What follows belongs to an exercise in optimizing a design on an open flow for small area, a short achievable clock period and few clock cycles per item; a production flow would make more cautious choices.
Only simulation tests tie the RTL to the original design; equivalence was not proved.
Power and IR drop assume default switching activity.

Design mat_mul, start of the top module:
module mat_mul #
    (
        parameter integer DIM_LOG = 2,
        parameter integer DIM = 2**DIM_LOG,
        parameter integer SIZE = DIM*DIM,
        parameter integer SIZE_LOG = 2*DIM_LOG,
        parameter integer DATA_WIDTH = 32
    )
    (
        input wire  s00_axi_aclk,
        input wire  s00_axi_aresetn,
        output wire  s00_axis_tready,
        input wire [DATA_WIDTH-1 : 0] s00_axis_tdata,
        input wire  s00_axis_tlast,
        input wire  s00_axis_tvalid,
        output wire  m00_axis_tvalid,
        output wire [DATA_WIDTH-1 : 0] m00_axis_tdata,
        output wire [(DATA_WIDTH/8)-1 : 0] m00_axis_tstrb,
        output wire  m00_axis_tlast,
        input wire  m00_axis_tready,
        input wire sel,
        input wire start
    );
Size in the first run: roughly 7700 cells after synthesis, roughly 2300 flip-flops, roughly 78 I/O pins.
Settings: LEC_CHECK=0, CAP_MARGIN=20, CORE_MARGIN=2, CORE_UTILIZATION=50, CTS_BUF_LIST=sky130_fd_sc_hd__clkbuf_16, CTS_CLUSTER_DIAMETER=70, CTS_CLUSTER_SIZE=22, PLACE_DENSITY=0.65, SLEW_MARGIN=20; clock period 10.0 ns.
standard.sh (not shown) runs the stock make flow with config.mk's settings and CLKGATE_MAP_FILE= SYNTH_SCRIPT=/design/flow/synth_recipe.tcl, a recipe that flattens the netlist after the stock synthesis.
==> flow/flow/run.sh <==
#!/bin/bash
# Standard layout (the standard.sh, unchanged synthesis) with timing repair
# aimed below the 10 ns clock: repair_timing works until the setup slack
# reaches SETUP_SLACK_MARGIN, so the layout gets faster than the clock asks.
set -euo pipefail
export SETUP_SLACK_MARGIN=6.3
bash standard.sh > standard_make.log 2>&1
Testbench counts at the start, summed over its fixed seeds: cycles 6,512, jobs 192.
Change:
--- a/flow/flow/run.sh
+++ b/flow/flow/run.sh
@@ -4,4 +4,4 @@
 # reaches SETUP_SLACK_MARGIN, so the layout gets faster than the clock asks.
 set -euo pipefail
-export SETUP_SLACK_MARGIN=6.3
+export SETUP_SLACK_MARGIN=6.5
 bash standard.sh > standard_make.log 2>&1
Settings changed: CORE_UTILIZATION 50 to 55, PLACE_DENSITY 0.65 to 0.7.
Outcome: The changed run completed without violations. Power grows by 3.9%. Worst setup slack gets better by 0.058 ns. Sequential share of layout area shrinks by 0.83 points. Global-route usage grows by 3.9 points. Combinational power grows by about 7%. Clock skew is about the same. First-iteration DRC count grows by 9.6%. Die area shrinks by 9.0%. Wire length grows by 4.2%. Area after synthesis is unchanged.
Change:
--- a/flow/flow/run.sh
+++ b/flow/flow/run.sh
@@ -4,4 +4,4 @@
 # reaches SETUP_SLACK_MARGIN, so the layout gets faster than the clock asks.
 set -euo pipefail
-export SETUP_SLACK_MARGIN=6.5
+export SETUP_SLACK_MARGIN=6.6
 bash standard.sh > standard_make.log 2>&1
Settings changed: CORE_UTILIZATION 55 to 50, PLACE_DENSITY 0.7 to 0.65.
After rerunning: Via count fell by 0.67%; core utilization fell by 4.8 points; setup slack gets better by 0.12 ns; total power fell by 0.66%; register-to-register slack gets better by 0.11 ns; flip-flop and latch count is unchanged; worst hold slack gets worse by 0.021 ns; routed wire length rose by 1.3%; die area rose by 9.9%; clock power fell by about 1%; final area rose by 1.3%.
Change:
Settings changed: CORE_UTILIZATION 50 to 40, CTS_BUF_LIST sky130_fd_sc_hd__clkbuf_16 to sky130_fd_sc_hd__clkbuf_8, CTS_CLUSTER_DIAMETER 70 to unset, CTS_CLUSTER_SIZE 22 to unset, PLACE_DENSITY 0.65 to 0.6.
Outcome: The new run produced a clean layout. Wire length goes up by a few percent. Clock-buffer cell count goes up by 235. Hold slack is better by 0.018 ns. Synthesized area stays the same. Via count goes up slightly. Non-clock buffer count goes down by 32. Design area goes up by a few percent.

* * *

mat_mul again, from the RTL that the note above started with.
Settings: LEC_CHECK=0, CAP_MARGIN=20, CORE_MARGIN=2, CORE_UTILIZATION=50, CTS_BUF_LIST=sky130_fd_sc_hd__clkbuf_16, CTS_CLUSTER_DIAMETER=70, CTS_CLUSTER_SIZE=22, PLACE_DENSITY=0.65, SLEW_MARGIN=20; clock period 10.0 ns.
==> flow/flow/run.sh <==
#!/bin/bash
# Standard layout (the standard.sh, unchanged synthesis) with timing repair
# aimed below the 10 ns clock: repair_timing works until the setup slack
# reaches SETUP_SLACK_MARGIN, so the layout gets faster than the clock asks.
set -euo pipefail
export SETUP_SLACK_MARGIN=6.5
bash standard.sh > standard_make.log 2>&1
The baseline finished with timing, DRC and antenna clean.
Testbench counts at the start, summed over its fixed seeds: cycles 6,512, jobs 192.
Rerun with:
--- a/flow/flow/run.sh
+++ b/flow/flow/run.sh
@@ -6 +6 @@
-export SETUP_SLACK_MARGIN=6.5
+export SETUP_SLACK_MARGIN=6.3
--- a/flow/config.mk
+++ b/flow/config.mk
@@ -10,5 +10,3 @@
-export CORE_UTILIZATION = 50
-export CTS_BUF_LIST = sky130_fd_sc_hd__clkbuf_16
-export CTS_CLUSTER_DIAMETER = 70
-export CTS_CLUSTER_SIZE = 22
-export PLACE_DENSITY = 0.65
+export CORE_UTILIZATION = 40
+export CTS_BUF_LIST = sky130_fd_sc_hd__clkbuf_8
+export PLACE_DENSITY = 0.6
Result:
- routed wire length decreases slightly
- clock power grows by about a fifth
- global-route usage goes down by 5.2 points
- combinational power falls by a few percent
- worst setup slack got worse by 210 ps
- sequential power stays flat
- via count barely changes
- core utilization went down by 11 points
- non-clock buffer count drops by 115
Rerun with:
--- a/flow/flow/run.sh
+++ b/flow/flow/run.sh
@@ -6 +6 @@
-export SETUP_SLACK_MARGIN=6.3
+export SETUP_SLACK_MARGIN=6.4
--- a/flow/config.mk
+++ b/flow/config.mk
@@ -11 +11,3 @@
-export CTS_BUF_LIST = sky130_fd_sc_hd__clkbuf_8
+export CTS_BUF_LIST = sky130_fd_sc_hd__clkbuf_16
+export CTS_CLUSTER_DIAMETER = 70
+export CTS_CLUSTER_SIZE = 22
The new run finished with timing, DRC and antenna clean; global-route usage shrinks by 0.18 points; worst setup slack gains 200 ps; final area shrinks by 0.77%; cell count shrinks by 2.9%; die area does not change.

* * *

job 9371:
mat_mul again, from the RTL that the note above started with.
Settings: LEC_CHECK=0, CAP_MARGIN=20, CORE_MARGIN=2, CORE_UTILIZATION=50, CTS_BUF_LIST=sky130_fd_sc_hd__clkbuf_16, CTS_CLUSTER_DIAMETER=70, CTS_CLUSTER_SIZE=22, PLACE_DENSITY=0.65, SLEW_MARGIN=20; clock period 10.0 ns.
==> flow/flow/run.sh <==
#!/bin/bash
# Standard layout (the standard.sh, unchanged synthesis) with timing repair
# aimed below the 10 ns clock: repair_timing works until the setup slack
# reaches SETUP_SLACK_MARGIN, so the layout gets faster than the clock asks.
set -euo pipefail
export SETUP_SLACK_MARGIN=6.4
bash standard.sh > standard_make.log 2>&1
Testbench counts of job 9371, summed over its fixed seeds: cycles 6,512, jobs 192.
Input-level comparison between job 7922 and job 9371:
- PLACE_DENSITY now 0.6, was 0.65
- CORE_UTILIZATION now 40, was 50
--- a/flow/flow/run.sh
+++ b/flow/flow/run.sh
@@ -5,3 +5,3 @@
 set -euo pipefail
-export SETUP_SLACK_MARGIN=6.4
+export SETUP_SLACK_MARGIN=6.3
 bash standard.sh > standard_make.log 2>&1
==> comparison <==
For job 9371 and job 7922, there was not a single run that failed to finish clean.
When job 7922 is set beside job 9371, its minimum period implied by the final worst setup slack turns out to be 120 ps larger.
In the reports for job 9371 and job 7922, the smaller clock share of power belongs to job 9371.
Compared job 7922 vs job 9371, and core utilization is down in job 7922.
fa_1 as the library cell contributing the largest single delay on the critical path was reported by job 9371, and edfxtp_1 by job 7922.
Going from job 9371 to job 7922, arrival time of the worst setup path went down 2440 ps; wire length rose by about 1.3%; count of cell instances traversed by the critical path now sits lower; clock network area share level.
Relative to job 9371, filler-free cell count of the finished design has gone up in job 7922.

==> separate check: timing with driven ports <==
The results above use ideal ports. As a check the final layouts listed here were re-extracted and re-timed, cells and wires unchanged.
Step 1: set_driving_cell puts a clkbuf_16 on s00_axi_aclk and a buf_2 on each other input, an assumption about the parent block.
Step 2 moves the port delays by t, midway between the first and last clock arrival at a register: inputs arrive t later, outputs are due t later. That takes back most of the time a late clock gives input paths.
Three values: ideal, step 1, step 2; two values: the first two.
run	t, ns	slack for setup (ns)	worst setup path after step 2	cell pins on the clock port's net
the first run of note 1	0.938	6.324 / 6.282 / 6.001	input to register	1
the second run of note 1	0.935	6.382 / 6.286 / 5.890	input to register	1
the third run of note 1	0.921	6.501 / 6.496 / 6.087	input to register	1
the fourth run of note 1	1.111	6.097 / 6.008 / 6.010	input to register	1
the first run of note 2	0.905	6.392 / 6.301 / 6.003	input to register	1
the second run of note 2	1.114	6.186 / 6.101 / 5.937	input to register	1
the third run of note 2	0.930	6.385 / 6.279 / 5.910	input to register	1
job 9371	0.918	6.411 / 6.341 / 6.008	input to register	1
job 7922	0.930	6.291 / 6.202 / 5.947	input to register	1
After both steps every run listed still meets setup and hold. For the second run of note 1, which loses most, drivers alone change the setup slack by -0.096 ns; drivers and shift together by -0.492 ns.
